Context: an optimization exercise on an open-source flow, tuned for small area and few clock cycles. The choices shown serve that exercise and are no tape-out recipe. The RTL was checked by simulation tests, not by an equivalence proof against the original design. The clock input has no modelled driver; a real chip could not lean on it and would need a root buffer or a full tree. Power and IR drop assume default switching activity.

## run.sh

```bash
#!/bin/bash
# synth_recipe.tcl (not shown) runs the flow's synth.tcl, then flattens the netlist and writes it again
# the make line also repeats each setting of config.mk as NAME=value (left out here)
make -C /OpenROAD-flow-scripts/flow DESIGN_CONFIG=/design/flow/config.mk WORK_HOME=/design/flow/orfs CLKGATE_MAP_FILE= SYNTH_SCRIPT=/design/flow/synth_recipe.tcl finish
```

## config.mk

```make
export PLATFORM = sky130hd
export DESIGN_NAME = BRIDGE
export DESIGN_NICKNAME = BRIDGE
export VERILOG_FILES = /design/flow/design.v
export SDC_FILE = /design/flow/constraint.sdc
export NUM_CORES = 8
export LEC_CHECK = 0
export CAP_MARGIN = 20
export CORE_MARGIN = 2
export CORE_UTILIZATION = 40
export SLEW_MARGIN = 20
```

## constraint.sdc

```tcl
create_clock -name core_clock -period 5.0 [get_ports {hclk}]
set_input_delay 1.0000 -clock core_clock [delete_from_list [all_inputs] [get_ports {hclk}]]
set_output_delay 1.0000 -clock core_clock [all_outputs]
set_load 0.01 [all_outputs]
```

## design.v

```verilog
module BRIDGE #(
    parameter ADDR_WIDTH = 32,
    parameter DATA_WIDTH = 32,
    parameter IDLE        = 3'b000,
    parameter READ        = 3'b001,
    parameter RENABLE     = 3'b010,
    parameter WWAIT       = 3'b011,
    parameter WRITE       = 3'b100,
    parameter WRITE_P     = 3'b101,
    parameter WENABLE     = 3'b110,
    parameter WENABLE_P   = 3'b111
)(
    input                        hclk,
    input                        hresetn,
    input                        hselapb,
    input                        hwrite,
    input       [1:0]            htrans,
    input       [ADDR_WIDTH-1:0] haddr,
    input       [DATA_WIDTH-1:0] hwdata,
    input       [DATA_WIDTH-1:0] prdata,
    output reg  [ADDR_WIDTH-1:0] paddr,
    output reg  [DATA_WIDTH-1:0] pwdata,
    output reg                   psel,
    output reg                   penable,
    output reg                   pwrite,
    output reg                   hresp,
    output reg                   hready,
    output reg  [DATA_WIDTH-1:0] hrdata
);
    reg [2:0] present_state, next_state;
    reg [ADDR_WIDTH-1:0] haddr_temp;
    reg [DATA_WIDTH-1:0] hwdata_temp;
    reg [ADDR_WIDTH-1:0] haddr_pend;
    reg hwrite_temp;
    reg valid;
    reg load_addr, load_pend, load_data, pend_to_addr;
    always @(*) begin
        valid = (hselapb == 1'b1) && (htrans == 2'b10 || htrans == 2'b11);
    end
    always @(posedge hclk or negedge hresetn) begin
        if (!hresetn)
            present_state <= IDLE;
        else
            present_state <= next_state;
    end
    always @(posedge hclk) begin
        if (load_addr)
            haddr_temp <= haddr;
        else if (pend_to_addr)
            haddr_temp <= haddr_pend;
        if (load_pend) begin
            haddr_pend  <= haddr;
            hwrite_temp <= hwrite;
        end
        if (load_data)
            hwdata_temp <= hwdata;
    end
    always @(*) begin
        next_state   = present_state;
        psel         = 1'b0;
        penable      = 1'b0;
        pwrite       = 1'b0;
        hready       = 1'b1;
        hresp        = 1'b0;
        paddr        = {ADDR_WIDTH{1'b0}};
        pwdata       = {DATA_WIDTH{1'b0}};
        hrdata       = {DATA_WIDTH{1'b0}};
        load_addr    = 1'b0;
        load_pend    = 1'b0;
        load_data    = 1'b0;
        pend_to_addr = 1'b0;
        case (present_state)
            IDLE: begin
                hready = 1'b1;
                if (valid) begin
                    load_addr = 1'b1;
                    if (!hwrite)
                        next_state = READ;
                    else
                        next_state = WWAIT;
                end
            end
            READ: begin
                psel   = 1'b1;
                paddr  = haddr_temp;
                pwrite = 1'b0;
                hready = 1'b0;
                next_state = RENABLE;
            end
            RENABLE: begin
                psel    = 1'b1;
                penable = 1'b1;
                paddr   = haddr_temp;
                hrdata  = prdata;
                hready  = 1'b1;
                if (valid) begin
                    load_addr = 1'b1;
                    if (!hwrite)
                        next_state = READ;
                    else
                        next_state = WWAIT;
                end else begin
                    next_state = IDLE;
                end
            end
            WWAIT: begin
                load_data = 1'b1;
                if (valid) begin
                    load_pend  = 1'b1;
                    next_state = WRITE_P;
                end else
                    next_state = WRITE;
            end
            WRITE: begin
                psel   = 1'b1;
                paddr  = haddr_temp;
                pwdata = hwdata_temp;
                pwrite = 1'b1;
                hready = 1'b0;
                next_state = WENABLE;
            end
            WRITE_P: begin
                psel   = 1'b1;
                paddr  = haddr_temp;
                pwdata = hwdata_temp;
                pwrite = 1'b1;
                hready = 1'b0;
                next_state = WENABLE_P;
            end
            WENABLE: begin
                psel    = 1'b1;
                penable = 1'b1;
                paddr   = haddr_temp;
                pwdata  = hwdata_temp;
                pwrite  = 1'b1;
                hready  = 1'b1;
                if (valid) begin
                    load_addr = 1'b1;
                    if (!hwrite)
                        next_state = READ;
                    else
                        next_state = WWAIT;
                end else begin
                    next_state = IDLE;
                end
            end
            WENABLE_P: begin
                psel         = 1'b1;
                penable      = 1'b1;
                paddr        = haddr_temp;
                pwdata       = hwdata_temp;
                pwrite       = 1'b1;
                pend_to_addr = 1'b1;
                if (hwrite_temp) begin
                    hready    = 1'b1;
                    load_data = 1'b1;
                    if (valid) begin
                        load_pend  = 1'b1;
                        next_state = WRITE_P;
                    end else
                        next_state = WRITE;
                end else begin
                    hready     = 1'b0;
                    next_state = READ;
                end
            end
            default: next_state = IDLE;
        endcase
    end
endmodule
```

==> flow_metrics.py, run 1 <==
metrics = {
    "power_and_ir_drop": {
        "pwr-share-seq_pct": 39.8,
        "combPwrFrac_pct": 44.2,
        "p_clk_share_pct": 16.1,
        "p_per_area_mw_per_mm2": 446,
        "power_leakage_nw": 2.32,
        "p_int_mw": 1.96,
        "p_sw_mw": 0.936,
        "vdd_drop_max_v": 0.000216,
        "sw_frac_of_total_pct": 32.4,
    },
    "synthesis": {
        "synth_compound_area_share_pct": 1.34,
        "yosysWarnings": 1,
        "syn_avg_cell_area_um2": 15.4,
        "synth-seq-cells": 100,
        "synthSimpleGateAreaFrac_pct": 15.6,
        "muxShareOfSynthArea_pct": 8.60,
        "yosys.cell_types.count": 25,
        "synth_area_mm2": 0.00419,
        "syn_nets": 374,
        "synth_top_family_by_area": "simple AND/OR/NAND/NOR gates",
        "synthAdderAreaFrac_pct": 0,
        "ys_top_cells_by_area": "edfxtp_1 (69%), mux2_2 (8.1%), and2_1 (4.8%), and3_1 (4.8%), nor2b_1 (4.8%)",
        "synth_top_area_share_pct": 69.5,
        "netlist_instances": 272,
        "synthXorXnorAreaFrac_pct": 0.209,
        "synth_top_cell_by_area": "edfxtp_1",
        "yosysSeqAreaShare_pct": 71.3,
    },
    "clock_network": {
        "cts_buffer_depth": 2,
        "cts_made_buffers": 9,
        "cts.clk_slew.worst_paths_ns": 0.10,
        "cts.sinks": 100,
        "post_cts_resize_count": 0,
        "h-tree-depth": 3,
        "cts_tree": "done",
        "holdBufCountCts": 0,
        "cts_setup_buffers": 0,
        "cts-root-buf": "clkbuf_8",
        "clk_latency_ns": 0.36,
    },
    "final_layout": {
        "layout-drive-gt1-share_pct": 11.4,
        "final_net_count": 569,
        "n_antenna_cell": 0,
        "final_common_cell": "clkdlybuf4s50_1",
        "area_delta_synth_final_pct": 54.8,
        "layout_common_cells": "clkdlybuf4s50_1 (200), edfxtp_1 (97), nor2b_1 (32), and2_1 (32), and3_1 (32)",
    },
    "floorplan": {
        "dieWidth_um": 106,
        "start_util_pct": 41.0,
        "row_count": 37,
        "die_h_um": 106,
        "num_io_pins": 203,
        "dieArea_mm2": 0.0113,
        "core_mm2": 0.0102,
    },
    "route": {
        "drt_pass1_iterations": 4,
        "drt_drc_violations_left": 0,
        "vias": 2840,
        "postRouteWirelength_mm": 9.73,
        "routedWlPerCell_um": 16.0,
        "viasPerCell": 4.67,
        "drt_iter0_markers": 152,
        "ant_nets": 0,
    },
    "placement": {
        "hpwlAfterDp_mm": 7.07,
        "dp_worst_setup_slack_ns": 1.47,
        "port_buffers": 200,
        "gp_congestion": 0.720,
    },
    "timing": {
        "fin_setup_tns_ns": 0,
        "slew_violations": 0,
        "grt_setup_unrepaired": "no",
        "hold_viol": 0,
        "clock_skew_ns": 0.00959,
        "max_freq_ghz": 0.256,
        "timing.slew.headroom_pct": 34.5,
        "timing.final.ws_setup_ns": 1.10,
        "tightestPinTransition_ns": 0.980,
        "setup_viol": 0,
        "finalCritPeriodShare_pct": 78.0,
        "min_period_ns": 3.90,
    },
    "flow_run": {
        "maxCapViolations": 0,
    },
    "global_routing": {
        "grt_overflow": 0,
        "grt_pass1_wl_mm": 14.7,
        "grt_usage_pct": 16.9,
        "grt_max_degree": 42,
        "grt_pass1_vias": 2750,
        "antenna_found_initial": 0,
    },
    "setup_path": {
        "cp.required_ns": 4.00,
        "rr_worst_depth": 4,
        "reg2reg_setup_slack_ns": 2.30,
        "start_kind": "register",
        "rr_startpoint": "present_state[1]$_DFFE_PN0P_",
        "critPathLaunch": "present_state[1]$_DFFE_PN0P_",
        "rr_endpoint": "haddr_temp[24]$_DFFE_PP_",
        "critPathCapture": "paddr[14]",
        "path_class": "reg2out",
        "crit_fanout": 41,
        "crit_arrival_ns": 2.90,
        "critPathCaptureType": "output port",
    },
    "hold_path": {
        "hold_class": "reg2reg",
    },
    "status": {
        "outcome": "timing/DRC/antenna clean",
    },
}
==> final cells by class <==
| type | count | area [um2] |
|---|---|---|
| Clock inverter | 7 | 51.3 |
| Multi-Input combinational cell | 148 | 1110 |
| Timing Repair Buffer | 204 | 2030 |
| Sequential cell | 100 | 2990 |
| Clock buffer | 9 | 124 |
| Fill cell | 843 | 3740 |
| Inverter | 4 | 15.0 |
| Tap cell | 136 | 170 |
==> cells in the mapped netlist <==
cell      number
a211oi_1       1
a21boi_0       1
a21oi_1        2
and2_1        32
and3_1        32
buf_2          4
buf_4          1
buf_6          3
clkbuf_1      12
conb_1         1
dfrtp_1        3
edfxtp_1      97
inv_1          4
mux2_1         2
mux2_2        30
nand2_1        2
nand3_1        1
nor2_1         4
nor2b_1       32
nor2b_2        1
nor3_4         1
o211ai_1       1
o21ai_0        3
o32ai_1        1
xor2_1         1
==> power by group through the flow <==
stage / Combinational [mW] / Clock, mW / Sequential (mW)
5_1_grt: 1.37 / 0.511 / 1.17
4_1_cts: 1.30 / 0.482 / 1.15
6_report: 1.28 / 0.465 / 1.15
3_5_place_dp: 1.30 / 0 / 1.17
3_3_place_gp: 1.30 / 0 / 1.17
2_1_floorplan: 0.604 / 0 / 1.11
==> state kept, by name (all words and copies together), names as in the netlist <==
signal and cells:
haddr_pend 32, haddr_temp 32, hwdata_temp 32, hwrite_temp 1, present_state 3
==> kinds of logic after synthesis <==
kind of cell	after synthesis
and+or+nand+nor	105
DFF	100
muxes	32
buffers and inverters	24
AOI/OAI and AO/OA	9
xor gates and xnor gates	1
other	1
==> critical path: stages, from the launching register on <==
cell	delay, ns
dfrtp_1	0.98
xor2_1	0.22
nor2_4	0.67
nor2b_1	0.12
clkdlybuf4s50_1	0.54
==> how the worst min path moves through the flow <==
stage,start,endpoint,slack (ns),cells past startpoint
6_report,haddr_pend[4]$_DFFE_PP_,haddr_temp[4]$_DFFE_PP_,0.54,1
5_1_grt,haddr_pend[19]$_DFFE_PP_,haddr_temp[19]$_DFFE_PP_,0.56,1
4_1_cts,haddr_pend[4]$_DFFE_PP_,haddr_temp[4]$_DFFE_PP_,0.54,1
3_5_place_dp,haddr_pend[4]$_DFFE_PP_,haddr_temp[4]$_DFFE_PP_,0.52,1
3_3_place_gp,haddr_pend[4]$_DFFE_PP_,haddr_temp[4]$_DFFE_PP_,0.51,1
2_1_floorplan,haddr_pend[3]$_DFFE_PP_,haddr_temp[3]$_DFFE_PP_,0.50,1
==> layer usage <==
metal	wire (um)	up-vias	track usage, %
li1	-	1366	-
met1	4150	1352	22.1
met2	4560	110	26.2
met3	881	12	5.70
met4	145	0	6.20
met5	0	-	0
==> metrics by stage <==
step	hold slack, ns	total power, mW	cell area (um2)	instances	utilization [%]
2_1_floorplan	0.501	1.71	4190	272	-
3_3_place_gp	0.509	2.47	6310	592	61.7
3_5_place_dp	0.517	2.47	6310	592	61.7
4_1_cts	0.541	2.94	6490	608	63.4
5_1_grt	0.562	3.06	6490	608	63.4
6_report	0.537	2.89	6490	608	63.4
Testbench counts, summed over its fixed seeds: cycles 10,769.
==> run 2, diff against run 1 <==
==> design.v (replaced) <==
module BRIDGE #(
    parameter ADDR_WIDTH = 32,
    parameter DATA_WIDTH = 32
)(
    input                        hclk,
    input                        hresetn,
    input                        hselapb,
    input                        hwrite,
    input       [1:0]            htrans,
    input       [ADDR_WIDTH-1:0] haddr,
    input       [DATA_WIDTH-1:0] hwdata,
    input       [DATA_WIDTH-1:0] prdata,
    output reg  [ADDR_WIDTH-1:0] paddr,
    output      [DATA_WIDTH-1:0] pwdata,
    output reg                   psel,
    output reg                   penable,
    output reg                   pwrite,
    output                       hresp,
    output                       hready,
    output      [DATA_WIDTH-1:0] hrdata
);
    wire valid = hselapb & htrans[1];
    assign hready = ~psel | penable;
    assign hresp  = 1'b0;
    assign pwdata = hwdata;
    assign hrdata = prdata;
    always @(posedge hclk or negedge hresetn) begin
        if (!hresetn) begin
            psel    <= 1'b0;
            penable <= 1'b0;
        end else begin
            psel    <= (hready & valid) | (psel & ~penable);
            penable <= psel & ~penable;
        end
    end
    always @(posedge hclk) begin
        if (hready) begin
            paddr  <= haddr;
            pwrite <= hwrite;
        end
    end
endmodule
==> flow/run.sh (new file) <==
#!/bin/bash
# Standard ORFS layout with the smallest buffer (buf_1) on the ports and a
# clock tree built from small clock buffers without dummy loads.
set -euo pipefail
bash standard.sh finish \
  BUFFER_PORTS_ARGS="-buffer_cell sky130_fd_sc_hd__buf_1" \
  CTS_ARGS="-sink_clustering_enable -repair_clock_nets -dont_use_dummy_load -buf_list sky130_fd_sc_hd__clkbuf_4 -root_buf sky130_fd_sc_hd__clkbuf_4" \
  > standard.log 2>&1
==> standard.sh (new file) <==
#!/bin/bash
# synth_recipe.tcl (not shown) runs the flow's synth.tcl, then flattens the netlist and writes it again
# the make line also repeats each setting of config.mk as NAME=value (left out here)
make -C /OpenROAD-flow-scripts/flow DESIGN_CONFIG=/design/flow/config.mk WORK_HOME=/design/flow/orfs CLKGATE_MAP_FILE= SYNTH_SCRIPT=/design/flow/synth_recipe.tcl "${@:-finish}"
removed: run.sh
==> run 2 against run 1 <==
Largest power group is now sequential cells. Non-clock buffer count decreased by 132. Power decreased by 73%. Critical path depth decreased by 2.
==> flow_metrics.py, run 2 <==
metrics = {
    "power_and_ir_drop": {
        "power_leakage_nw": 0.486,
        "power_mw": 0.792,
        "combPwrFrac_pct": 24.5,
        "vdd_drop_max_v": 0.000159,
        "p_sw_mw": 0.248,
        "p_per_area_mw_per_mm2": 550,
        "p_clk_share_pct": 15.7,
        "pwr-share-seq_pct": 59.7,
        "p_int_mw": 0.543,
        "sw_frac_of_total_pct": 31.4,
    },
    "timing": {
        "fin_setup_tns_ns": 0,
        "max_freq_ghz": 0.432,
        "finalCritPeriodShare_pct": 46.3,
        "setup_viol": 0,
        "clock_skew_ns": 0.0237,
        "slew_violations": 0,
        "hold_viol": 0,
        "min_period_ns": 2.32,
        "holdWs_ns": 0.461,
        "grt_setup_unrepaired": "no",
        "timing.final.ws_setup_ns": 2.68,
    },
    "global_routing": {
        "antenna_found_initial": 0,
        "grt_usage_pct": 17.4,
        "grt_pass1_vias": 763,
        "grt_max_degree": 37,
        "grt_pass1_wl_mm": 4.88,
        "grt_overflow": 0,
    },
    "flow_run": {
        "maxCapViolations": 0,
    },
    "synthesis": {
        "netlist_instances": 105,
        "synthXorXnorAreaFrac_pct": 0,
        "synth_edf_count": 33,
        "yosysWarnings": 1,
        "synthSimpleGateAreaFrac_pct": 1.52,
        "synth_area_mm2": 0.00156,
        "async_reset_ff_share_pct": 5.71,
        "syn_nets": 207,
        "synth_top_area_share_pct": 63.5,
        "synth_top_cell_by_area": "edfxtp_1",
        "synthAdderAreaFrac_pct": 0,
        "yosys.cell_types.count": 8,
        "muxShareOfSynthArea_pct": 0,
        "synthTopCellsByCount": "buf_4 (65), edfxtp_1 (33), dfrtp_1 (2)",
        "synth-seq-cells": 35,
        "synth_compound_area_share_pct": 0,
        "synth_top_family_by_area": "buffers and inverters",
        "synth.most_common_cell": "buf_4",
        "ys_top_cells_by_area": "edfxtp_1 (64%), buf_4 (31%), dfrtp_1 (3.2%), nand2b_4 (0.88%), nand2_2 (0.40%)",
        "ys.flop_type": "edfxtp_1",
        "syn_avg_cell_area_um2": 14.9,
        "yosysSeqAreaShare_pct": 66.7,
    },
    "setup_path": {
        "critPathCaptureType": "output port",
        "crit_arrival_ns": 1.32,
        "crit_chain": "nand2b_4, buf_1",
        "slowest_delay_ns": 0.41,
        "cp.required_ns": 4.00,
        "path_class": "reg2out",
        "cpMaxStageDelayCell": "dfrtp_1",
        "crit_fanout": 36,
        "critical_path.top_delay_family": "flip-flops",
        "crit_buf_inv": 1,
        "start_kind": "register",
    },
    "route": {
        "drt_drc_violations_left": 0,
        "drt_iter0_markers": 47,
        "postRouteWirelength_mm": 3.88,
        "routedWlPerCell_um": 23.5,
        "drt_pass1_iterations": 4,
        "viasPerCell": 4.52,
        "vias": 746,
        "ant_nets": 0,
    },
    "clock_network": {
        "clk_latency_ns": 0.33,
        "cts.clk_slew.worst_paths_ns": 0.07,
        "cts_made_buffers": 5,
        "cts_buffer_depth": 2,
        "cts-root-buf": "clkbuf_4",
        "cts.sinks": 35,
        "h-tree-depth": 2,
        "cts_tree": "done",
        "holdBufCountCts": 0,
        "post_cts_resize_count": 0,
        "cts_setup_buffers": 0,
    },
    "floorplan": {
        "start_util_pct": 42.0,
        "dieArea_mm2": 0.00442,
        "row_count": 22,
        "core_mm2": 0.00372,
        "dieWidth_um": 66.5,
        "num_io_pins": 203,
        "die_h_um": 66.5,
    },
    "final_layout": {
        "n_antenna_cell": 0,
        "largest_reg_flops": 32,
        "final_common_cell": "buf_1",
        "largest-register": "paddr",
        "area_delta_synth_final_pct": -7.70,
        "final_net_count": 221,
        "fin_cells": 165,
        "layout-drive-gt1-share_pct": 6.84,
        "layout_common_cells": "buf_1 (72), edfxtp_1 (33), clkbuf_4 (5)",
    },
    "hold_path": {
        "hold_class": "in2async",
    },
    "placement": {
        "gp_congestion": 0.721,
        "port_buffers": 72,
        "placed_cells": 160,
        "dp_worst_setup_slack_ns": 3.00,
    },
    "status": {
        "outcome": "timing/DRC/antenna clean",
    },
}
==> run 2: cell count changes in the layout (fill, tap and decap cells not counted), sizes merged, moves of 3 or more <==
| cell | previous run | this run |
|---|---|---|
| nor2 | 4 | 0 |
| and2 | 32 | 0 |
| nor2b | 33 | 0 |
| clkbuf | 9 | 5 |
| inv | 6 | 1 |
| and3 | 32 | 0 |
| o21ai | 3 | 0 |
| edfxtp | 97 | 33 |
| clkinv | 5 | 0 |
| clkdlybuf4s50 | 200 | 0 |
| mux2 | 32 | 0 |
| buf | 4 | 72 |
==> run 2: metrics by stage <==
stage	area (um2)	util, %
after CTS	1440	38.8
after global placement	1400	37.7
after global routing	1440	38.8
after detailed placement	1400	37.7
final	1440	38.8
after floorplan	1560	-
==> run 2: final cells by class <==
| class | instances | area (um2) |
|---|---|---|
| repair buffers | 72 | 270 |
| well taps | 48 | 60.1 |
| multi-input cells | 4 | 27.5 |
| flip-flops and latches | 35 | 1040 |
| clock buffers | 5 | 37.5 |
| inverters | 1 | 3.75 |
| fillers | 375 | 2280 |
==> run 2: cell families (layout without fill, tap and decap cells) <==
family | Yosys count | after routing
and+or+nand+nor | 3 | 3
other | 1 | 1
DFF | 35 | 35
buffers and inverters | 66 | 78
==> run 2: power groups by stage <==
stage                     Sequential [mW]  Combinational [mW]  Clock [mW]
final                               0.473               0.194       0.125
after floorplan                     0.530               0.106           0
after CTS                           0.475               0.199       0.132
after detailed placement            0.482               0.198           0
after global routing                0.482               0.213       0.144
after global placement              0.478               0.195           0
==> run 2: path summary, 6_finish.rpt <==
path | start | end | slack (ns) | cells after the start
setup / recovery | psel$_DFF_PN0_ | hready | 2.68 | 2
hold / removal | hresetn | psel$_DFF_PN0_ | 0.46 | 1
setup reg to reg | psel$_DFF_PN0_ | paddr[18]$_DFFE_PP_ | 3.84 | 1
hold reg to reg | psel$_DFF_PN0_ | penable$_DFF_PN0_ | 0.81 | 2
max in group asynchronous | hresetn | penable$_DFF_PN0_ | 4.41 | 1
min in group core_clock | psel$_DFF_PN0_ | penable$_DFF_PN0_ | 0.81 | 2
==> run 2: routing by layer <==
metal | part of all wire [%] | vias to the layer above | GRT usage [%]
met2 | 60 | 95 | 33.9
met4 | 4.5 | 0 | 11.0
met1 | 19 | 323 | 9.59
met5 | 0 | - | 0
li1 | - | 306 | -
met3 | 16 | 22 | 13.7
Testbench counts of run 2, summed over its fixed seeds: cycles 9,608.
==> run 3, diff against run 2 <==
==> flow/run.sh (replaced) <==
#!/bin/bash
# Standard ORFS layout with the smallest buffer (buf_1) on the ports and a
# small clock tree without dummy loads.
set -euo pipefail
bash standard.sh finish \
  BUFFER_PORTS_ARGS="-buffer_cell sky130_fd_sc_hd__buf_1" \
  CTS_ARGS="-sink_clustering_enable -sink_clustering_size 50 -sink_clustering_max_diameter 500 -repair_clock_nets -dont_use_dummy_load -buf_list sky130_fd_sc_hd__clkbuf_8 -root_buf sky130_fd_sc_hd__clkbuf_8" \
  > standard.log 2>&1
==> run 3 against run 2 <==
Global-route usage shrank 0.14 points. Via count decreased by 0.13%. Cell area is 2.2% higher. Clock skew shrank 0.0094 ns. Sequential cell count unchanged. Combinational power is essentially flat. Still clean on timing, DRC and antenna. Critical path type unchanged. First-iteration DRC count grew 47%. Count of clock-buffer cells in the layout is the same. Register-to-register slack hardly changed. Utilization grew 0.84 points. Sequential power about the same.
==> flow_metrics.py, run 3 <==
metrics = {
    "status": {
        "outcome": "timing/DRC/antenna clean",
    },
    "flow_run": {
        "maxCapViolations": 0,
    },
    "clock_network": {
        "clk_latency_ns": 0.28,
        "cts.clk_slew.worst_paths_ns": 0.05,
        "holdBufCountCts": 0,
        "cts-root-buf": "clkbuf_8",
        "cts_tree": "done",
        "cts.sinks": 35,
        "post_cts_resize_count": 0,
        "cts_buffer_depth": 2,
        "cts_made_buffers": 5,
        "cts_setup_buffers": 0,
        "h-tree-depth": 2,
    },
    "global_routing": {
        "antenna_found_initial": 0,
        "grt_pass1_vias": 775,
        "grt_usage_pct": 17.3,
        "grt_overflow": 0,
        "grt_pass1_wl_mm": 4.86,
        "grt_max_degree": 37,
    },
    "synthesis": {
        "synth.most_common_cell": "buf_4",
        "synthAdderAreaFrac_pct": 0,
        "syn_avg_cell_area_um2": 14.9,
        "synth_top_family_by_area": "buffers and inverters",
        "netlist_instances": 105,
        "muxShareOfSynthArea_pct": 0,
        "synth_top_cell_by_area": "edfxtp_1",
        "yosysWarnings": 1,
        "yosysSeqAreaShare_pct": 66.7,
        "yosys.cell_types.count": 8,
        "synthXorXnorAreaFrac_pct": 0,
        "async_reset_ff_share_pct": 5.71,
        "ys_top_cells_by_area": "edfxtp_1 (64%), buf_4 (31%), dfrtp_1 (3.2%), nand2b_4 (0.88%), nand2_2 (0.40%)",
        "ys.flop_type": "edfxtp_1",
        "synth_compound_area_share_pct": 0,
        "synthTopCellsByCount": "buf_4 (65), edfxtp_1 (33), dfrtp_1 (2)",
        "synthSimpleGateAreaFrac_pct": 1.52,
        "synth_top_area_share_pct": 63.5,
        "synth_edf_count": 33,
        "syn_nets": 207,
        "synth_area_mm2": 0.00156,
        "synth-seq-cells": 35,
    },
    "final_layout": {
        "area_delta_synth_final_pct": -5.69,
        "layout_common_cells": "buf_1 (72), edfxtp_1 (33), clkbuf_8 (5)",
        "largest_reg_flops": 32,
        "largest-register": "paddr",
        "final_common_cell": "buf_1",
        "fin_cells": 165,
        "layout-drive-gt1-share_pct": 6.84,
        "final_net_count": 221,
        "regArea_mm2": 0.00104,
        "n_fill_cell": 369,
        "multi_input_area_um2": 27.5,
        "n_antenna_cell": 0,
    },
    "route": {
        "vias": 745,
        "postRouteWirelength_mm": 3.90,
        "drt_pass1_iterations": 4,
        "routedWlPerCell_um": 23.6,
        "highest_layer": "met4",
        "drt_drc_violations_left": 0,
        "drt_iter0_markers": 69,
        "wl_met1_um": 768,
        "viasPerCell": 4.52,
        "wl_met2_mm": 2.33,
        "wl_met3_um": 618,
        "ant_nets": 0,
    },
    "setup_path": {
        "cp.required_ns": 4.00,
        "critPathCaptureType": "output port",
        "crit_fanout": 36,
        "path_class": "reg2out",
        "start_kind": "register",
        "rr_startpoint": "psel$_DFF_PN0_",
        "crit_arrival_ns": 1.27,
        "reg2reg_setup_slack_ns": 3.84,
        "critPathLaunch": "psel$_DFF_PN0_",
    },
    "floorplan": {
        "die_h_um": 66.5,
        "core_mm2": 0.00372,
        "row_count": 22,
        "dieWidth_um": 66.5,
        "dieArea_mm2": 0.00442,
        "num_io_pins": 203,
        "start_util_pct": 42.0,
    },
    "timing": {
        "min_period_ns": 2.27,
        "finalCritPeriodShare_pct": 45.4,
        "max_freq_ghz": 0.441,
        "grt_setup_unrepaired": "no",
        "fin_setup_tns_ns": 0,
        "slew_violations": 0,
        "hold_viol": 0,
        "setup_viol": 0,
        "clock_skew_ns": 0.0144,
    },
    "placement": {
        "port_buffers": 72,
        "placed_cells": 160,
        "gp_congestion": 0.721,
    },
    "power_and_ir_drop": {
        "power_mw": 0.840,
        "power_leakage_nw": 0.499,
        "p_per_area_mw_per_mm2": 571,
        "vdd_drop_max_v": 0.000167,
    },
    "hold_path": {
        "hold_class": "in2async",
    },
}
==> run 3: cell counts after synthesis <==
No cell type changed its count.
==> run 3: path summary, 6_finish.rpt <==
| path | to | cells after the start |
|---|---|---|
| setup reg to reg | paddr[18]$_DFFE_PP_ | 1 |
| max in group asynchronous | penable$_DFF_PN0_ | 1 |
| hold / removal | psel$_DFF_PN0_ | 1 |
| setup / recovery | hready | 2 |
| min in group core_clock | penable$_DFF_PN0_ | 2 |
| hold reg to reg | penable$_DFF_PN0_ | 2 |
==> run 3: through the flow <==
stage | setup WS, ns | hold WS, ns | cell area, um2 | utilization, %
floorplan | 2.88 | 0.704 | 1560 | -
global placement | 3.00 | 0.785 | 1400 | 37.7
detailed placement | 3.00 | 0.790 | 1400 | 37.7
CTS | 2.72 | 0.503 | 1470 | 39.6
global route | 2.66 | 0.508 | 1470 | 39.6
finish | 2.73 | 0.509 | 1470 | 39.6
==> run 3: logic make-up (layout without fill, tap and decap cells) <==
logic type | after synthesis | in the layout
buffers and inverters | 66 | 78
other | 1 | 1
AND/OR/NAND/NOR | 3 | 3
flip-flops | 35 | 35
==> run 3: critical path, stage by stage (launching register included) <==
cell,delay [ns]
dfrtp_1,0.40
nand2b_4,0.38
buf_1,0.20
==> run 3: cell type report <==
class                      instances  share of cell area [%]
clock buffer                       5                    4.68
inverter                           1                   0.255
multi-input combinational          4                    1.87
sequential                        35                    70.7
tap                               48                    4.08
timing repair buffer              72                    18.4
==> run 3: power by group <==
| part | total (mW) | internal (mW) | switching, mW |
|---|---|---|---|
| registers | 0.474 | 0.447 | 0.0271 |
| clock network | 0.171 | 0.0893 | 0.0819 |
| logic | 0.194 | 0.0504 | 0.144 |
| total | 0.840 | 0.587 | 0.253 |
==> run 3: per-layer routing <==
layer,global-route usage [%],up-vias
met1,9.92,323
met2,33.8,94
li1,-,304
met4,12.5,0
met3,11.7,24
met5,0,-
==> run 4, diff against run 3 <==
==> flow/run.sh (replaced) <==
#!/bin/bash
# Standard ORFS layout with the smallest buffer (buf_1) on the ports and a
# small clock tree without dummy loads.
set -euo pipefail
bash standard.sh finish \
  BUFFER_PORTS_ARGS="-buffer_cell sky130_fd_sc_hd__buf_1" \
  CTS_ARGS="-repair_clock_nets -dont_use_dummy_load -wire_unit 100 -buf_list sky130_fd_sc_hd__clkbuf_8 -root_buf sky130_fd_sc_hd__clkbuf_8" \
  > standard.log 2>&1
==> run 4 against run 3 <==
Via count shrank 0.54%. Wire length shrank 0.74%. Still clean. Largest power group unchanged. Maximum frequency grew 0.37%. Clock skew shrank 0.00091 ns. Power shrank 0.29%. Critical path type unchanged. Combinational power is essentially flat. Critical endpoint unchanged. Worst hold slack gained 0.0071 ns.
==> flow_metrics.py, run 4 <==
metrics = {
    "timing": {
        "hold_viol": 0,
        "slew_violations": 0,
        "min_period_ns": 2.26,
        "setup_viol": 0,
        "fin_setup_tns_ns": 0,
        "grt_setup_unrepaired": "no",
        "finalCritPeriodShare_pct": 45.2,
        "max_freq_ghz": 0.443,
        "clock_skew_ns": 0.0135,
    },
    "clock_network": {
        "post_cts_resize_count": 0,
        "cts_made_buffers": 5,
        "cts_buffer_depth": 2,
        "clk_latency_ns": 0.27,
        "cts_tree": "done",
        "cts.sinks": 35,
        "cts-root-buf": "clkbuf_8",
        "holdBufCountCts": 0,
        "h-tree-depth": 2,
        "cts_setup_buffers": 0,
        "cts.clk_slew.worst_paths_ns": 0.05,
    },
    "synthesis": {
        "async_reset_ff_share_pct": 5.71,
        "ys.flop_type": "edfxtp_1",
        "yosysWarnings": 1,
        "synth_top_area_share_pct": 63.5,
        "synth_area_mm2": 0.00156,
        "yosys.cell_types.count": 8,
        "yosysSeqAreaShare_pct": 66.7,
        "synth_top_cell_by_area": "edfxtp_1",
        "synth-seq-cells": 35,
        "synth.most_common_cell": "buf_4",
        "netlist_instances": 105,
        "syn_avg_cell_area_um2": 14.9,
        "ys_top_cells_by_area": "edfxtp_1 (64%), buf_4 (31%), dfrtp_1 (3.2%), nand2b_4 (0.88%), nand2_2 (0.40%)",
        "synth_edf_count": 33,
        "syn_nets": 207,
        "synthTopCellsByCount": "buf_4 (65), edfxtp_1 (33), dfrtp_1 (2)",
    },
    "route": {
        "drt_drc_violations_left": 0,
        "routedWlPerCell_um": 23.5,
        "drt_iter0_markers": 46,
        "drt_pass1_iterations": 4,
        "postRouteWirelength_mm": 3.87,
        "vias": 741,
        "ant_nets": 0,
        "viasPerCell": 4.49,
    },
    "final_layout": {
        "final_area_mm2": 0.00147,
        "n_antenna_cell": 0,
        "largest-register": "paddr",
        "final_net_count": 221,
        "layout_common_cells": "buf_1 (72), edfxtp_1 (33), clkbuf_8 (5)",
        "n_fill_cell": 374,
        "largest_reg_flops": 32,
        "area_delta_synth_final_pct": -5.69,
        "final_common_cell": "buf_1",
        "layout-drive-gt1-share_pct": 6.84,
    },
    "floorplan": {
        "die_h_um": 66.5,
        "start_util_pct": 42.0,
        "dieWidth_um": 66.5,
        "num_io_pins": 203,
        "row_count": 22,
        "dieArea_mm2": 0.00442,
        "core_mm2": 0.00372,
    },
    "global_routing": {
        "grt_pass1_wl_mm": 4.82,
        "grt_overflow": 0,
        "grt_max_degree": 37,
        "grt_usage_pct": 17.0,
        "antenna_found_initial": 0,
        "grt_pass1_vias": 761,
    },
    "power_and_ir_drop": {
        "combPwrFrac_pct": 23.2,
        "pwr-share-seq_pct": 56.6,
        "vdd_drop_max_v": 0.000169,
        "p_per_area_mw_per_mm2": 569,
        "power_mw": 0.837,
        "power_leakage_nw": 0.499,
        "p_sw_mw": 0.251,
        "p_int_mw": 0.587,
        "p_clk_share_pct": 20.2,
        "sw_frac_of_total_pct": 29.9,
    },
    "setup_path": {
        "start_kind": "register",
        "crit_fanout": 36,
        "path_class": "reg2out",
        "critPathCaptureType": "output port",
        "crit_arrival_ns": 1.26,
        "cp.required_ns": 4.00,
    },
    "placement": {
        "port_buffers": 72,
        "gp_congestion": 0.721,
        "placed_area_mm2": 0.00140,
    },
    "flow_run": {
        "maxCapViolations": 0,
    },
    "status": {
        "outcome": "timing/DRC/antenna clean",
    },
    "hold_path": {
        "hold_class": "in2async",
    },
}
[run 4: cell counts after synthesis]
No cell type changed its count.
[run 4: power groups by stage]
| stage | clock network (mW) | logic (mW) | registers, mW |
|---|---|---|---|
| 2_1_floorplan | 0 | 0.106 | 0.530 |
| 3_3_place_gp | 0 | 0.195 | 0.478 |
| 3_5_place_dp | 0 | 0.198 | 0.482 |
| 4_1_cts | 0.176 | 0.199 | 0.476 |
| 5_1_grt | 0.189 | 0.213 | 0.482 |
| 6_report | 0.169 | 0.194 | 0.474 |
[run 4: logic make-up (layout without fill, tap and decap cells)]
kind of cell	count (synthesis)	after routing	share of synthesized area (%)
simple gates	3	3	1.52
buf+inv	66	78	31.5
other cells	1	1	0.240
flops	35	35	66.7
[run 4: through the flow]
| step | cells | setup slack (ns) | utilization (%) | hold WS [ns] |
|---|---|---|---|---|
| 3_5_place_dp | 160 | 3.00 | 37.7 | 0.790 |
| 5_1_grt | 165 | 2.66 | 39.6 | 0.508 |
| 6_report | 165 | 2.74 | 39.6 | 0.516 |
| 3_3_place_gp | 160 | 3.00 | 37.7 | 0.785 |
| 4_1_cts | 165 | 2.72 | 39.6 | 0.511 |
| 2_1_floorplan | 105 | 2.88 | - | 0.704 |
[run 4: cell type report]
| type | instances | area (um2) | area share [%] |
|---|---|---|---|
| inverters | 1 | 3.75 | 0.255 |
| flip-flops and latches | 35 | 1040 | 70.7 |
| multi-input cells | 4 | 27.5 | 1.87 |
| clock buffers | 5 | 68.8 | 4.68 |
| repair buffers | 72 | 270 | 18.4 |
| well taps | 48 | 60.1 | 4.08 |
[run 4: worst max-delay path: stages (launching register included)]
cell and delay (ns):
dfrtp_1 0.40, nand2b_4 0.38, buf_1 0.20
[run 4: final timing paths]
| check | from | endpoint | slack [ns] | cells after the start |
|---|---|---|---|---|
| worst max-delay path | psel$_DFF_PN0_ | hready | 2.74 | 2 |
| worst min-delay path | hresetn | psel$_DFF_PN0_ | 0.52 | 1 |
| worst max register to register | psel$_DFF_PN0_ | paddr[23]$_DFFE_PP_ | 3.84 | 1 |
| worst min register to register | psel$_DFF_PN0_ | penable$_DFF_PN0_ | 0.81 | 2 |
| max in group asynchronous | hresetn | penable$_DFF_PN0_ | 4.36 | 1 |
| min in group core_clock | psel$_DFF_PN0_ | penable$_DFF_PN0_ | 0.81 | 2 |
[run 4: layer usage]
metal,vias to the layer above,share of wire (%),global-route usage [%]
li1,304,-,-
met1,325,20,9.37
met2,91,60,34.1
met3,21,16,12.2
met4,0,4.2,10.2
met5,-,0,0
==> run 5, diff against run 4 <==
==> flow/run.sh (replaced) <==
#!/bin/bash
# Standard ORFS layout with the smallest buffer (buf_1) on the ports and a
# small clock tree without dummy loads.
set -euo pipefail
bash standard.sh finish \
  BUFFER_PORTS_ARGS="-buffer_cell sky130_fd_sc_hd__buf_1" \
  CTS_ARGS="-sink_clustering_enable -sink_clustering_size 50 -sink_clustering_max_diameter 500 -repair_clock_nets -dont_use_dummy_load -wire_unit 100 -buf_list sky130_fd_sc_hd__clkbuf_8 -root_buf sky130_fd_sc_hd__clkbuf_8" \
  > standard.log 2>&1
==> run 5 against run 4 <==
Sequential cell count stayed put. Synthesized cell count stayed put. Worst hold slack stayed put. Utilization stayed put. Critical path depth stayed put. Maximum frequency stayed put. Global-route usage stayed put. Wire length stayed put. Register-to-register slack hardly changed. Area after synthesis stayed put. Worst setup slack stayed put. Via count stayed put. Critical path type unchanged. Largest power group unchanged.
==> flow_metrics.py, run 5 <==
metrics = {
    "synthesis": {
        "netlist_instances": 105,
        "ys.flop_type": "edfxtp_1",
        "synth_area_mm2": 0.00156,
        "synth-seq-cells": 35,
        "synth_top_area_share_pct": 63.5,
        "yosysWarnings": 1,
        "synth.most_common_cell": "buf_4",
        "synth_top_cell_by_area": "edfxtp_1",
        "yosys.cell_types.count": 8,
        "yosysSeqAreaShare_pct": 66.7,
        "ys_top_cells_by_area": "edfxtp_1 (64%), buf_4 (31%), dfrtp_1 (3.2%), nand2b_4 (0.88%), nand2_2 (0.40%)",
        "synthTopCellsByCount": "buf_4 (65), edfxtp_1 (33), dfrtp_1 (2)",
        "syn_nets": 207,
        "syn_avg_cell_area_um2": 14.9,
        "async_reset_ff_share_pct": 5.71,
        "synth_edf_count": 33,
    },
    "clock_network": {
        "cts_setup_buffers": 0,
        "cts_buffer_depth": 2,
        "cts.clk_slew.worst_paths_ns": 0.05,
        "holdBufCountCts": 0,
        "clk_latency_ns": 0.27,
        "h-tree-depth": 2,
        "cts.sinks": 35,
        "cts-root-buf": "clkbuf_8",
        "cts_tree": "done",
        "cts_made_buffers": 5,
        "post_cts_resize_count": 0,
    },
    "timing": {
        "slew_violations": 0,
        "max_freq_ghz": 0.443,
        "hold_viol": 0,
        "setup_viol": 0,
        "grt_setup_unrepaired": "no",
        "clock_skew_ns": 0.0135,
        "finalCritPeriodShare_pct": 45.2,
        "fin_setup_tns_ns": 0,
        "min_period_ns": 2.26,
    },
    "power_and_ir_drop": {
        "pwr-share-seq_pct": 56.6,
        "p_sw_mw": 0.251,
        "power_leakage_nw": 0.499,
        "vdd_drop_max_v": 0.000169,
        "sw_frac_of_total_pct": 29.9,
        "combPwrFrac_pct": 23.2,
        "p_clk_share_pct": 20.2,
        "p_per_area_mw_per_mm2": 569,
        "p_int_mw": 0.587,
        "power_mw": 0.837,
    },
    "global_routing": {
        "grt_pass1_vias": 761,
        "grt_max_degree": 37,
        "antenna_found_initial": 0,
        "grt_overflow": 0,
        "grt_pass1_wl_mm": 4.82,
        "grt_usage_pct": 17.0,
    },
    "route": {
        "drt_pass1_iterations": 4,
        "routedWlPerCell_um": 23.5,
        "ant_nets": 0,
        "drt_iter0_markers": 46,
        "postRouteWirelength_mm": 3.87,
        "drt_drc_violations_left": 0,
        "vias": 741,
        "viasPerCell": 4.49,
    },
    "setup_path": {
        "reg2reg_setup_slack_ns": 3.84,
        "cp.required_ns": 4.00,
        "crit_fanout": 36,
        "path_class": "reg2out",
        "critPathCaptureType": "output port",
        "start_kind": "register",
        "crit_arrival_ns": 1.26,
    },
    "final_layout": {
        "final_net_count": 221,
        "largest-register": "paddr",
        "largest_reg_flops": 32,
        "layout-drive-gt1-share_pct": 6.84,
        "fin_cells": 165,
        "n_antenna_cell": 0,
        "layout_common_cells": "buf_1 (72), edfxtp_1 (33), clkbuf_8 (5)",
        "area_delta_synth_final_pct": -5.69,
        "n_fill_cell": 374,
        "final_common_cell": "buf_1",
    },
    "placement": {
        "port_buffers": 72,
        "gp_congestion": 0.721,
        "placed_cells": 160,
    },
    "status": {
        "outcome": "timing/DRC/antenna clean",
    },
    "floorplan": {
        "num_io_pins": 203,
        "die_h_um": 66.5,
        "core_mm2": 0.00372,
        "dieWidth_um": 66.5,
        "row_count": 22,
        "start_util_pct": 42.0,
        "dieArea_mm2": 0.00442,
    },
    "hold_path": {
        "hold_class": "in2async",
    },
    "flow_run": {
        "maxCapViolations": 0,
    },
}
[run 5: cell counts in the layout (fill, tap and decap cells not counted)]
Identical to the previous run, type by type.
[run 5: layout make-up]
cell class | instances | area (um2) | area share [%]
Clock buffer | 5 | 68.8 | 4.68
Inverter | 1 | 3.75 | 0.255
Multi-Input combinational cell | 4 | 27.5 | 1.87
Sequential cell | 35 | 1040 | 70.7
Tap cell | 48 | 60.1 | 4.08
Timing Repair Buffer | 72 | 270 | 18.4
[run 5: critical path: stages (launching register included)]
cell      delay (ns)
dfrtp_1         0.40
nand2b_4        0.38
buf_1           0.20
[run 5: per-stage QoR]
step	util, %	hold WS (ns)	area, um2	setup WS (ns)
global placement	37.7	0.785	1400	3.00
floorplan	-	0.704	1560	2.88
global route	39.6	0.508	1470	2.66
CTS	39.6	0.511	1470	2.72
detailed placement	37.7	0.790	1400	3.00
finish	39.6	0.516	1470	2.74
[run 5: power by group through the flow]
stage	sequential [mW]	clock (mW)	combinational, mW
3_5_place_dp	0.482	0	0.198
5_1_grt	0.482	0.189	0.213
3_3_place_gp	0.478	0	0.195
6_report	0.474	0.169	0.194
2_1_floorplan	0.530	0	0.106
4_1_cts	0.476	0.176	0.199
[run 5: kinds of logic (layout without fill, tap and decap cells)]
family | Yosys count | count (layout) | share of synthesized area [%]
buffers and inverters | 66 | 78 | 31.5
and+or+nand+nor | 3 | 3 | 1.52
DFF | 35 | 35 | 66.7
other | 1 | 1 | 0.240
[run 5: worst paths after layout]
| path | end | startpoint | cells after the start |
|---|---|---|---|
| worst min-delay path | psel$_DFF_PN0_ | hresetn | 1 |
| worst min register to register | penable$_DFF_PN0_ | psel$_DFF_PN0_ | 2 |
| worst max register to register | paddr[23]$_DFFE_PP_ | psel$_DFF_PN0_ | 1 |
| max in group asynchronous | penable$_DFF_PN0_ | hresetn | 1 |
| min in group core_clock | penable$_DFF_PN0_ | psel$_DFF_PN0_ | 2 |
| worst max-delay path | hready | psel$_DFF_PN0_ | 2 |
[run 5: layer usage]
metal	track usage (%)	wire length (um)	vias to the layer above	share of wire, %
li1	-	-	304	-
met1	9.37	758	325	20
met2	34.1	2330	91	60
met3	12.2	617	21	16
met4	10.2	164	0	4.2
met5	0	0	-	0
==> run 6, diff against run 5 <==
==> run.sh (new file) <==
#!/bin/bash
# synth_recipe.tcl (not shown) runs the flow's synth.tcl, then flattens the netlist and writes it again
# the make line also repeats each setting of config.mk as NAME=value (left out here)
make -C /OpenROAD-flow-scripts/flow DESIGN_CONFIG=/design/flow/config.mk WORK_HOME=/design/flow/orfs CLKGATE_MAP_FILE= SYNTH_SCRIPT=/design/flow/synth_recipe.tcl finish
removed: flow/run.sh
removed: standard.sh
==> run 6 against run 5 <==
Largest power group unchanged. Worst hold slack better by 0.30 ns. Sequential cell count is the same. Worst setup slack lost 0.45 ns. First-iteration DRC count increased by 50%. Die area unchanged. Count of clock-buffer cells in the layout is 1 higher. Via count grew 1.8%. Combinational power rose by 69%. Critical endpoint unchanged. Utilization rose by 13 points. Global-route usage increased by 1.2 points. Still clean.
==> flow_metrics.py, run 6 <==
metrics = {
    "floorplan": {
        "core_mm2": 0.00372,
        "dieArea_mm2": 0.00442,
        "start_util_pct": 42.0,
        "num_io_pins": 203,
        "row_count": 22,
        "dieWidth_um": 66.5,
        "die_h_um": 66.5,
    },
    "global_routing": {
        "grt_usage_pct": 18.3,
        "grt_overflow": 0,
        "grt_pass1_wl_mm": 5.11,
        "antenna_found_initial": 0,
        "grt_max_degree": 37,
        "grt_pass1_vias": 787,
    },
    "hold_path": {
        "holdPathStages": 2,
        "hold_class": "reg2reg",
        "holdCritStartpoint": "psel$_DFF_PN0_",
        "hold_end": "penable$_DFF_PN0_",
    },
    "setup_path": {
        "rr_startpoint": "psel$_DFF_PN0_",
        "rr_endpoint": "paddr[27]$_DFFE_PP_",
        "start_kind": "register",
        "crit_fanout": 36,
        "critPathCaptureType": "output port",
        "critPathLaunch": "psel$_DFF_PN0_",
        "cp.required_ns": 4.00,
        "path_class": "reg2out",
        "crit_arrival_ns": 1.71,
        "reg2reg_setup_slack_ns": 3.84,
        "rr_worst_depth": 1,
    },
    "clock_network": {
        "cts.sinks": 35,
        "cts-root-buf": "clkbuf_8",
        "post_cts_resize_count": 0,
        "cts_made_buffers": 5,
        "h-tree-depth": 2,
        "cts.clk_slew.worst_paths_ns": 0.06,
        "holdBufCountCts": 0,
        "cts_setup_buffers": 0,
        "clk_latency_ns": 0.28,
        "cts_buffer_depth": 2,
        "cts_tree": "done",
    },
    "timing": {
        "slew_violations": 0,
        "grt_setup_unrepaired": "no",
        "min_period_ns": 2.71,
        "setup_viol": 0,
        "fin_setup_tns_ns": 0,
        "clock_skew_ns": 0.00622,
        "hold_viol": 0,
        "max_freq_ghz": 0.369,
        "finalCritPeriodShare_pct": 54.2,
    },
    "synthesis": {
        "async_reset_ff_share_pct": 5.71,
        "ys.flop_type": "edfxtp_1",
        "synth_top_cell_by_area": "edfxtp_1",
        "synth-seq-cells": 35,
        "ys_top_cells_by_area": "edfxtp_1 (64%), buf_4 (31%), dfrtp_1 (3.2%), nand2b_4 (0.88%), nand2_2 (0.40%)",
        "netlist_instances": 105,
        "yosysSeqAreaShare_pct": 66.7,
        "synthTopCellsByCount": "buf_4 (65), edfxtp_1 (33), dfrtp_1 (2)",
        "synth_area_mm2": 0.00156,
        "yosys.cell_types.count": 8,
        "synth_edf_count": 33,
        "yosysWarnings": 1,
        "synth_top_area_share_pct": 63.5,
        "synth.most_common_cell": "buf_4",
        "syn_avg_cell_area_um2": 14.9,
        "syn_nets": 207,
    },
    "final_layout": {
        "layout-drive-gt1-share_pct": 8.33,
        "fin_cells": 168,
        "final_net_count": 221,
        "n_antenna_cell": 0,
        "largest-register": "paddr",
        "largest_reg_flops": 32,
        "final_common_cell": "clkdlybuf4s50_1",
        "area_delta_synth_final_pct": 24.2,
        "layout_common_cells": "clkdlybuf4s50_1 (72), edfxtp_1 (33), clkbuf_8 (5)",
    },
    "route": {
        "drt_pass1_iterations": 4,
        "drt_iter0_markers": 69,
        "routedWlPerCell_um": 24.3,
        "viasPerCell": 4.49,
        "drt_drc_violations_left": 0,
        "ant_nets": 0,
        "vias": 754,
        "postRouteWirelength_mm": 4.08,
    },
    "power_and_ir_drop": {
        "power_mw": 0.992,
        "p_per_area_mw_per_mm2": 512,
        "power_leakage_nw": 0.701,
        "vdd_drop_max_v": 0.000221,
    },
    "flow_run": {
        "maxCapViolations": 0,
    },
    "placement": {
        "gp_congestion": 0.814,
        "port_buffers": 72,
        "placed_cells": 160,
    },
    "status": {
        "outcome": "timing/DRC/antenna clean",
    },
}
run 6: worst max-delay path by stage:
stage	slack, ns	end	depth (start not counted)
global route	2.23	hready	2
global placement	2.60	hready	2
floorplan	2.88	hrdata[0]	1
finish	2.29	hready	2
CTS	2.27	hready	2
detailed placement	2.58	hready	2
run 6: layout make-up:
class / count / area (um2)
inverters: 1 / 3.75
repair buffers: 72 / 721
clock buffers: 6 / 72.6
well taps: 48 / 60.1
multi-input cells: 4 / 27.5
clock inverters: 2 / 12.5
flip-flops and latches: 35 / 1040
fillers: 314 / 1780
run 6: power by group:
group | switching (mW) | leakage (nW) | internal, mW | total [mW]
registers | 0.0273 | 0.356 | 0.447 | 0.474
logic | 0.144 | 0.304 | 0.183 | 0.327
clock network | 0.0938 | 0.0412 | 0.0971 | 0.191
total | 0.265 | 0.701 | 0.727 | 0.992
run 6: stage by stage:
stage,hold slack [ns],utilization (%),setup slack (ns),instance area [um2]
6_report,0.817,52.2,2.29,1940
5_1_grt,0.881,52.2,2.23,1940
4_1_cts,0.831,52.2,2.27,1940
3_5_place_dp,0.816,49.9,2.58,1850
3_3_place_gp,0.798,49.9,2.60,1850
2_1_floorplan,0.704,-,2.88,1560
run 6: critical path, stage by stage, from the launching register on:
cell and delay, ns:
dfrtp_1 0.41, nand2b_4 0.38, clkdlybuf4s50_1 0.63
run 6: kinds of logic after synthesis:
| family | count (synthesis) | share of synthesized area, % |
|---|---|---|
| other | 1 | 0.240 |
| buffers and inverters | 66 | 31.5 |
| AND/OR/NAND/NOR | 3 | 1.52 |
| flip-flops | 35 | 66.7 |
run 6: metal layers:
layer  track usage, %  wire length [um]
met3             12.0               637
met5                0                 0
met2             36.0              2400
met4             15.8               269
met1             9.23               772
==> run 7, diff against run 6 <==
==> flow/run.sh (new file) <==
#!/bin/bash
# Standard ORFS layout with the smallest buffer (buf_1) on the ports and the
# clock driven from a single clock buffer (see post_cts.tcl).
set -euo pipefail
here=$(pwd)
export CLOCK_ROOT_CELL=${CLOCK_ROOT_CELL:-sky130_fd_sc_hd__clkbuf_16}
bash standard.sh finish \
  BUFFER_PORTS_ARGS="-buffer_cell sky130_fd_sc_hd__buf_1" \
  CTS_ARGS="-sink_clustering_enable -repair_clock_nets -dont_use_dummy_load -buf_list sky130_fd_sc_hd__clkbuf_8 -root_buf sky130_fd_sc_hd__clkbuf_8" \
  POST_CTS_TCL="$here/flow/post_cts.tcl" \
  > standard.log 2>&1
==> flow/post_cts.tcl (new file) <==
# Collapse the clock tree that CTS built to its root buffer: every sink of a
# leaf buffer moves to the root buffer's output net, the leaf buffers are
# deleted and the root buffer is resized to drive all the flip-flops.
set root_cell $::env(CLOCK_ROOT_CELL)
set block [ord::get_db_block]
set root [$block findInst clkbuf_0_hclk]
set root_net [[$root findITerm X] getNet]
foreach it [$root_net getITerms] {
  set inst [$it getInst]
  if { $inst == $root } { continue }
  set master [[$inst getMaster] getName]
  if { [string match "sky130_fd_sc_hd__clkbuf_*" $master] } {
    set leaf_net [[$inst findITerm X] getNet]
    foreach lit [$leaf_net getITerms] {
      if { [$lit getInst] == $inst } { continue }
      $lit disconnect
      $lit connect $root_net
    }
    $it disconnect
    [$inst findITerm X] disconnect
    odb::dbInst_destroy $inst
    odb::dbNet_destroy $leaf_net
  }
}
replace_cell clkbuf_0_hclk $root_cell
detailed_placement
check_placement -verbose
estimate_parasitics -placement
report_clock_skew
==> standard.sh (new file) <==
#!/bin/bash
# synth_recipe.tcl (not shown) runs the flow's synth.tcl, then flattens the netlist and writes it again
# the make line also repeats each setting of config.mk as NAME=value (left out here)
make -C /OpenROAD-flow-scripts/flow DESIGN_CONFIG=/design/flow/config.mk WORK_HOME=/design/flow/orfs CLKGATE_MAP_FILE= SYNTH_SCRIPT=/design/flow/synth_recipe.tcl "${@:-finish}"
--- a/config.mk
+++ b/config.mk
@@ -8,4 +8,4 @@
 export CAP_MARGIN = 20
 export CORE_MARGIN = 2
-export CORE_UTILIZATION = 40
+export CORE_UTILIZATION = 70
 export SLEW_MARGIN = 20
removed: run.sh
==> run 7 against run 6 <==
Synthesized cell count did not move. Area after synthesis did not move. The run now fails in I/O pin placement (3_2_place_iop).
==> flow_metrics.py, run 7 <==
metrics = {
    "synthesis": {
        "async_reset_ff_share_pct": 5.71,
        "yosysWarnings": 1,
        "synth_top_area_share_pct": 63.5,
        "synth_edf_count": 33,
        "syn_avg_cell_area_um2": 14.9,
        "yosysSeqAreaShare_pct": 66.7,
        "synth_area_mm2": 0.00156,
        "synth-seq-cells": 35,
        "yosys.cell_types.count": 8,
        "syn_nets": 207,
        "synthTopCellsByCount": "buf_4 (65), edfxtp_1 (33), dfrtp_1 (2)",
        "ys_top_cells_by_area": "edfxtp_1 (64%), buf_4 (31%), dfrtp_1 (3.2%), nand2b_4 (0.88%), nand2_2 (0.40%)",
        "ys.flop_type": "edfxtp_1",
        "netlist_instances": 105,
        "synth_top_cell_by_area": "edfxtp_1",
        "synth.most_common_cell": "buf_4",
    },
    "floorplan": {
        "dieWidth_um": 51.2,
        "row_count": 17,
        "start_util_pct": 72.6,
        "die_h_um": 51.2,
    },
    "status": {
        "haltStage": "I/O pin placement (3_2_place_iop)",
        "outcome": "did not finish",
        "error_line": "[ERROR PPL-0024] Number of IO pins (203) exceeds maximum number of available positions (176). Increase the die perimeter from 204.84um to 276.08um.",
    },
}
==> run 7: cells by family after synthesis <==
logic type	Yosys count	share of synthesized area, %
buf+inv	66	31.5
flops	35	66.7
simple gates	3	1.52
other cells	1	0.240
==> run 8, diff against run 7 <==
--- a/config.mk
+++ b/config.mk
@@ -8,4 +8,4 @@
 export CAP_MARGIN = 20
 export CORE_MARGIN = 2
-export CORE_UTILIZATION = 70
+export CORE_UTILIZATION = 40
 export SLEW_MARGIN = 20
==> run 8 against run 7 <==
Synthesized cell count stayed put. Now clean on timing, DRC and antenna. Area after synthesis stayed put.
==> flow_metrics.py, run 8 <==
metrics = {
    "status": {
        "outcome": "timing/DRC/antenna clean",
    },
    "setup_path": {
        "critPathCaptureType": "output port",
        "path_class": "reg2out",
        "rr_worst_depth": 1,
        "crit_fanout": 36,
        "crit_arrival_ns": 1.21,
        "reg2reg_setup_slack_ns": 3.82,
        "critPathLaunch": "psel$_DFF_PN0_",
        "start_kind": "register",
        "rr_startpoint": "psel$_DFF_PN0_",
        "rr_endpoint": "paddr[17]$_DFFE_PP_",
        "critPathCapture": "hready",
        "cp.required_ns": 4.00,
    },
    "final_layout": {
        "area_delta_synth_final_pct": -8.50,
        "layout-drive-gt1-share_pct": 3.54,
        "regArea_mm2": 0.00104,
        "final_net_count": 217,
        "largest-register": "paddr",
        "final_common_cell": "buf_1",
        "largest_reg_flops": 32,
        "n_antenna_cell": 0,
        "n_fill_cell": 376,
        "layout_common_cells": "buf_1 (72), edfxtp_1 (33), dfrtp_1 (2)",
        "multi_input_area_um2": 27.5,
    },
    "synthesis": {
        "syn_nets": 207,
        "synth_area_mm2": 0.00156,
        "synth-seq-cells": 35,
        "async_reset_ff_share_pct": 5.71,
        "synthTopCellsByCount": "buf_4 (65), edfxtp_1 (33), dfrtp_1 (2)",
        "netlist_instances": 105,
        "yosysSeqAreaShare_pct": 66.7,
        "yosys.cell_types.count": 8,
        "syn_avg_cell_area_um2": 14.9,
        "synth_edf_count": 33,
        "ys_top_cells_by_area": "edfxtp_1 (64%), buf_4 (31%), dfrtp_1 (3.2%), nand2b_4 (0.88%), nand2_2 (0.40%)",
        "synth.most_common_cell": "buf_4",
        "synth_top_area_share_pct": 63.5,
        "ys.flop_type": "edfxtp_1",
        "synth_top_cell_by_area": "edfxtp_1",
        "yosysWarnings": 1,
    },
    "global_routing": {
        "grt_max_degree": 37,
        "antenna_found_initial": 0,
        "grt_pass1_vias": 731,
        "grt_usage_pct": 18.6,
        "grt_overflow": 0,
        "grt_pass1_wl_mm": 4.75,
    },
    "route": {
        "drt_drc_violations_left": 0,
        "drt_pass1_iterations": 4,
        "vias": 764,
        "ant_nets": 0,
        "viasPerCell": 4.75,
        "routedWlPerCell_um": 24.2,
        "postRouteWirelength_mm": 3.90,
        "drt_iter0_markers": 127,
    },
    "timing": {
        "grt_setup_unrepaired": "no",
        "max_freq_ghz": 0.453,
        "hold_viol": 0,
        "setup_viol": 0,
        "finalCritPeriodShare_pct": 44.2,
        "slew_violations": 0,
        "min_period_ns": 2.21,
        "clock_skew_ns": 0.00770,
        "fin_setup_tns_ns": 0,
        "timing.final.ws_setup_ns": 2.79,
    },
    "floorplan": {
        "start_util_pct": 42.0,
        "die_h_um": 66.5,
        "core_mm2": 0.00372,
        "dieWidth_um": 66.5,
        "num_io_pins": 203,
        "dieArea_mm2": 0.00442,
        "row_count": 22,
    },
    "hold_path": {
        "hold_class": "in2async",
    },
    "power_and_ir_drop": {
        "power_mw": 0.769,
        "p_per_area_mw_per_mm2": 539,
        "power_leakage_nw": 0.475,
        "vdd_drop_max_v": 0.000197,
    },
    "flow_run": {
        "maxCapViolations": 0,
    },
    "placement": {
        "port_buffers": 72,
        "gp_congestion": 0.721,
        "dp_worst_setup_slack_ns": 3.00,
    },
    "clock_network": {
        "cts.clk_slew.worst_paths_ns": 0.12,
        "clk_latency_ns": 0.18,
        "cts.sinks": 35,
    },
}
==> run 8: cell counts after synthesis <==
Identical to the previous run, type by type.
==> run 8: kinds of logic after synthesis <==
logic type	count (synthesis)	share of synthesized area, %
buffers and inverters	66	31.5
DFF	35	66.7
and+or+nand+nor	3	1.52
other	1	0.240
==> run 8: layout make-up <==
type | count | area share, %
flip-flops and latches | 35 | 72.9
repair buffers | 72 | 18.9
well taps | 48 | 4.21
multi-input cells | 4 | 1.93
clock buffers | 1 | 1.75
inverters | 1 | 0.263
==> run 8: per-stage QoR <==
| stage | cell area (um2) | hold slack, ns | instances | utilization [%] |
|---|---|---|---|---|
| floorplan | 1560 | 0.704 | 105 | - |
| global placement | 1400 | 0.785 | 160 | 37.7 |
| detailed placement | 1400 | 0.790 | 160 | 37.7 |
| global route | 1430 | 0.575 | 161 | 38.4 |
| finish | 1430 | 0.579 | 161 | 38.4 |
==> run 8: power breakdown <==
group | leakage (nW) | internal (mW) | total [mW] | switching, mW
clock network | 0.0123 | 0.0374 | 0.101 | 0.0637
logic | 0.107 | 0.0504 | 0.195 | 0.145
registers | 0.356 | 0.446 | 0.473 | 0.0272
total | 0.475 | 0.533 | 0.769 | 0.236
==> run 8: worst min-delay path by stage <==
stage	start	slack, ns	endpoint
after floorplan	hresetn	0.70	penable$_DFF_PN0_
after global placement	hresetn	0.79	psel$_DFF_PN0_
after detailed placement	hresetn	0.79	psel$_DFF_PN0_
after global routing	hresetn	0.58	psel$_DFF_PN0_
final	hresetn	0.58	psel$_DFF_PN0_
==> run 8: critical path, stage by stage (launching register included) <==
cell,delay [ns]
dfrtp_1,0.42
nand2b_4,0.39
buf_1,0.20
==> run 8: metal layers <==
metal	up-vias	wire length (um)	share of wire (%)	global-route usage, %
li1	296	-	-	-
met1	352	802	21	12.9
met2	94	2350	60	39.0
met3	22	583	15	9.63
met4	0	167	4.3	7.14
met5	-	0	0	0
==> run 9, diff against run 8 <==
--- a/design.v
+++ b/design.v
@@ -13,13 +13,13 @@
     output reg  [ADDR_WIDTH-1:0] paddr,
     output      [DATA_WIDTH-1:0] pwdata,
-    output reg                   psel,
+    output                       psel,
     output reg                   penable,
     output reg                   pwrite,
     output                       hresp,
-    output                       hready,
+    output reg                   hready,
     output      [DATA_WIDTH-1:0] hrdata
 );
     wire valid = hselapb & htrans[1];
-    assign hready = ~psel | penable;
+    assign psel   = ~hready | penable;
     assign hresp  = 1'b0;
     assign pwdata = hwdata;
@@ -27,9 +27,9 @@
     always @(posedge hclk or negedge hresetn) begin
         if (!hresetn) begin
-            psel    <= 1'b0;
+            hready  <= 1'b1;
             penable <= 1'b0;
         end else begin
-            psel    <= (hready & valid) | (psel & ~penable);
-            penable <= psel & ~penable;
+            hready  <= ~(hready & valid);
+            penable <= ~hready;
         end
     end
==> run 9 against run 8 <==
Count of clock-buffer cells in the layout unchanged. Clock skew down 0.0036 ns. Wire length down 12%. Non-clock buffer count unchanged. Worst setup slack worse by 0.32 ns. Sequential power down 25%. Via count down 2.6%.
==> flow_metrics.py, run 9 <==
metrics = {
    "status": {
        "outcome": "timing/DRC/antenna clean",
    },
    "floorplan": {
        "dieWidth_um": 66.2,
        "die_h_um": 66.2,
        "row_count": 22,
        "core_mm2": 0.00369,
        "start_util_pct": 42.0,
        "dieArea_mm2": 0.00439,
        "num_io_pins": 203,
    },
    "final_layout": {
        "largest_reg_flops": 32,
        "final_common_cell": "buf_1",
        "fin_cells": 160,
        "regArea_mm2": 0.00104,
        "area_delta_synth_final_pct": -8.56,
        "n_antenna_cell": 0,
        "layout-drive-gt1-share_pct": 1.79,
        "largest-register": "paddr",
        "final_core_util_pct": 38.4,
        "final_net_count": 216,
        "multi_input_area_um2": 15.0,
        "layout_common_cells": "buf_1 (72), edfxtp_1 (33)",
        "n_fill_cell": 368,
    },
    "timing": {
        "hold_viol": 0,
        "grt_setup_unrepaired": "no",
        "slew_violations": 0,
        "min_period_ns": 2.53,
        "tightestPinTransition_ns": 0.773,
        "setup_viol": 0,
        "timing.slew.headroom_pct": 48.5,
        "holdWs_ns": 0.582,
        "max_freq_ghz": 0.395,
        "finalCritPeriodShare_pct": 50.6,
        "fin_setup_tns_ns": 0,
        "clock_skew_ns": 0.00412,
    },
    "route": {
        "postRouteWirelength_mm": 3.43,
        "routedWlPerCell_um": 21.4,
        "drt_iter0_markers": 88,
        "viasPerCell": 4.65,
        "drt_drc_violations_left": 0,
        "drt_pass1_iterations": 5,
        "ant_nets": 0,
        "vias": 744,
    },
    "global_routing": {
        "grt_max_degree": 38,
        "grt_overflow": 0,
        "antenna_found_initial": 0,
        "grt_pass1_vias": 758,
        "grt_usage_pct": 16.2,
        "grt_pass1_wl_mm": 4.28,
    },
    "synthesis": {
        "synthTopCellsByCount": "buf_4 (65), edfxtp_1 (33)",
        "netlist_instances": 104,
        "synth_area_mm2": 0.00155,
        "synth_top_area_share_pct": 64.0,
        "syn_nets": 206,
        "yosysWarnings": 1,
        "async_reset_ff_share_pct": 5.71,
        "ys_top_cells_by_area": "edfxtp_1 (64%), buf_4 (32%), dfstp_2 (1.7%), dfrtp_1 (1.6%), nand2b_1 (0.40%)",
        "synth-seq-cells": 35,
        "syn_avg_cell_area_um2": 14.9,
        "synth_edf_count": 33,
        "yosysSeqAreaShare_pct": 67.3,
        "synth_top_cell_by_area": "edfxtp_1",
        "yosys.cell_types.count": 8,
        "ys.flop_type": "edfxtp_1",
        "synth.most_common_cell": "buf_4",
    },
    "clock_network": {
        "cts.sinks": 35,
        "clk_latency_ns": 0.17,
        "cts.clk_slew.worst_paths_ns": 0.12,
    },
    "setup_path": {
        "rr_startpoint": "hready$_DFF_PN1_",
        "crit_buf_inv": 1,
        "cp_num_cells": 2,
        "slowest_delay_ns": 1.06,
        "critical_path.top_delay_family": "flip-flops",
        "cpMaxStageDelayCell": "dfstp_2",
        "critPathCaptureType": "output port",
        "rr_worst_depth": 0,
        "crit_chain": "nand2b_1, buf_1",
        "rr_endpoint": "paddr[21]$_DFFE_PP_",
        "cp.required_ns": 4.00,
        "crit_fanout": 37,
        "crit_arrival_ns": 1.53,
        "critPathCapture": "psel",
        "critPathLaunch": "hready$_DFF_PN1_",
        "path_class": "reg2out",
        "reg2reg_setup_slack_ns": 3.57,
        "start_kind": "register",
    },
    "placement": {
        "port_buffers": 72,
        "gp_congestion": 0.673,
        "placed_cells": 159,
    },
    "power_and_ir_drop": {
        "p_per_area_mw_per_mm2": 349,
        "vdd_drop_max_v": 0.000136,
        "power_mw": 0.494,
        "power_leakage_nw": 0.477,
    },
    "flow_run": {
        "maxCapViolations": 0,
    },
    "hold_path": {
        "hold_class": "in2async",
    },
}
## run 9: worst min path at each step
stage	endpoint	slack (ns)
2_1_floorplan	penable$_DFF_PN0_	0.69
3_3_place_gp	penable$_DFF_PN0_	0.74
3_5_place_dp	penable$_DFF_PN0_	0.77
5_1_grt	penable$_DFF_PN0_	0.57
6_report	penable$_DFF_PN0_	0.58
## run 9: power breakdown
group,total [mW],internal (mW),switching [mW]
combinational,0.0376,0.0144,0.0231
sequential,0.355,0.344,0.0108
clock,0.102,0.0375,0.0646
## run 9: cell type report
cell class | instances | share of cell area [%]
multi-input combinational | 3 | 1.06
timing repair buffer | 72 | 19.1
clock buffer | 1 | 1.77
tap | 48 | 4.24
inverter | 1 | 0.265
sequential | 35 | 73.6
## run 9: per-stage QoR
| step | cell area, um2 | worst slack, ns |
|---|---|---|
| 3_3_place_gp | 1390 | 2.72 |
| 5_1_grt | 1420 | 2.37 |
| 6_report | 1420 | 2.47 |
| 3_5_place_dp | 1390 | 2.66 |
| 2_1_floorplan | 1550 | 2.88 |
## run 9: kinds of logic after synthesis
logic type    synth area share, %
simple gates                0.727
other cells                 0.242
flops                        67.3
buf+inv                      31.7
## run 9: per-layer routing
metal,routed length [um],part of all wire (%),track usage (%),vias to the layer above
met2,1720,50,27.5,106
met5,0,0,0,-
met1,745,22,12.9,307
met3,626,18,8.86,36
met4,338,9.9,14.5,0
li1,-,-,-,295
Testbench counts of run 9, summed over its fixed seeds: cycles 9,608.

re-timing with driven ports:
No port has a modelled driver above. Below, the same layouts with a new extraction and two added sets of constraints.
Step 1 sets driving cells, clkbuf_16 on the clock port and buf_2 on the other inputs (assumed; they add their load-dependent delay and slew).
Step 2 also shifts input and output timing later by t, the mid clock arrival at the registers, as if the neighbouring blocks saw the same clock.
a / b / c = ideal ports / drivers / drivers and shift; a / b = the first two.
run	shift t [ns]	slack for setup (ns)
run 1	0.386	1.099 / 1.068 / 1.454
run 2	0.339	2.683 / 2.662 / 2.918
run 3	0.295	2.732 / 2.708 / 2.924
run 4	0.287	2.741 / 2.717 / 2.922
run 5	0.287	2.741 / 2.717 / 2.922
run 6	0.300	2.290 / 2.264 / 2.565
run 8	0.200	2.790 / 2.762 / 2.924
run 9	0.202	2.469 / 2.440 / 2.641
After both steps every run listed still meets setup and hold.
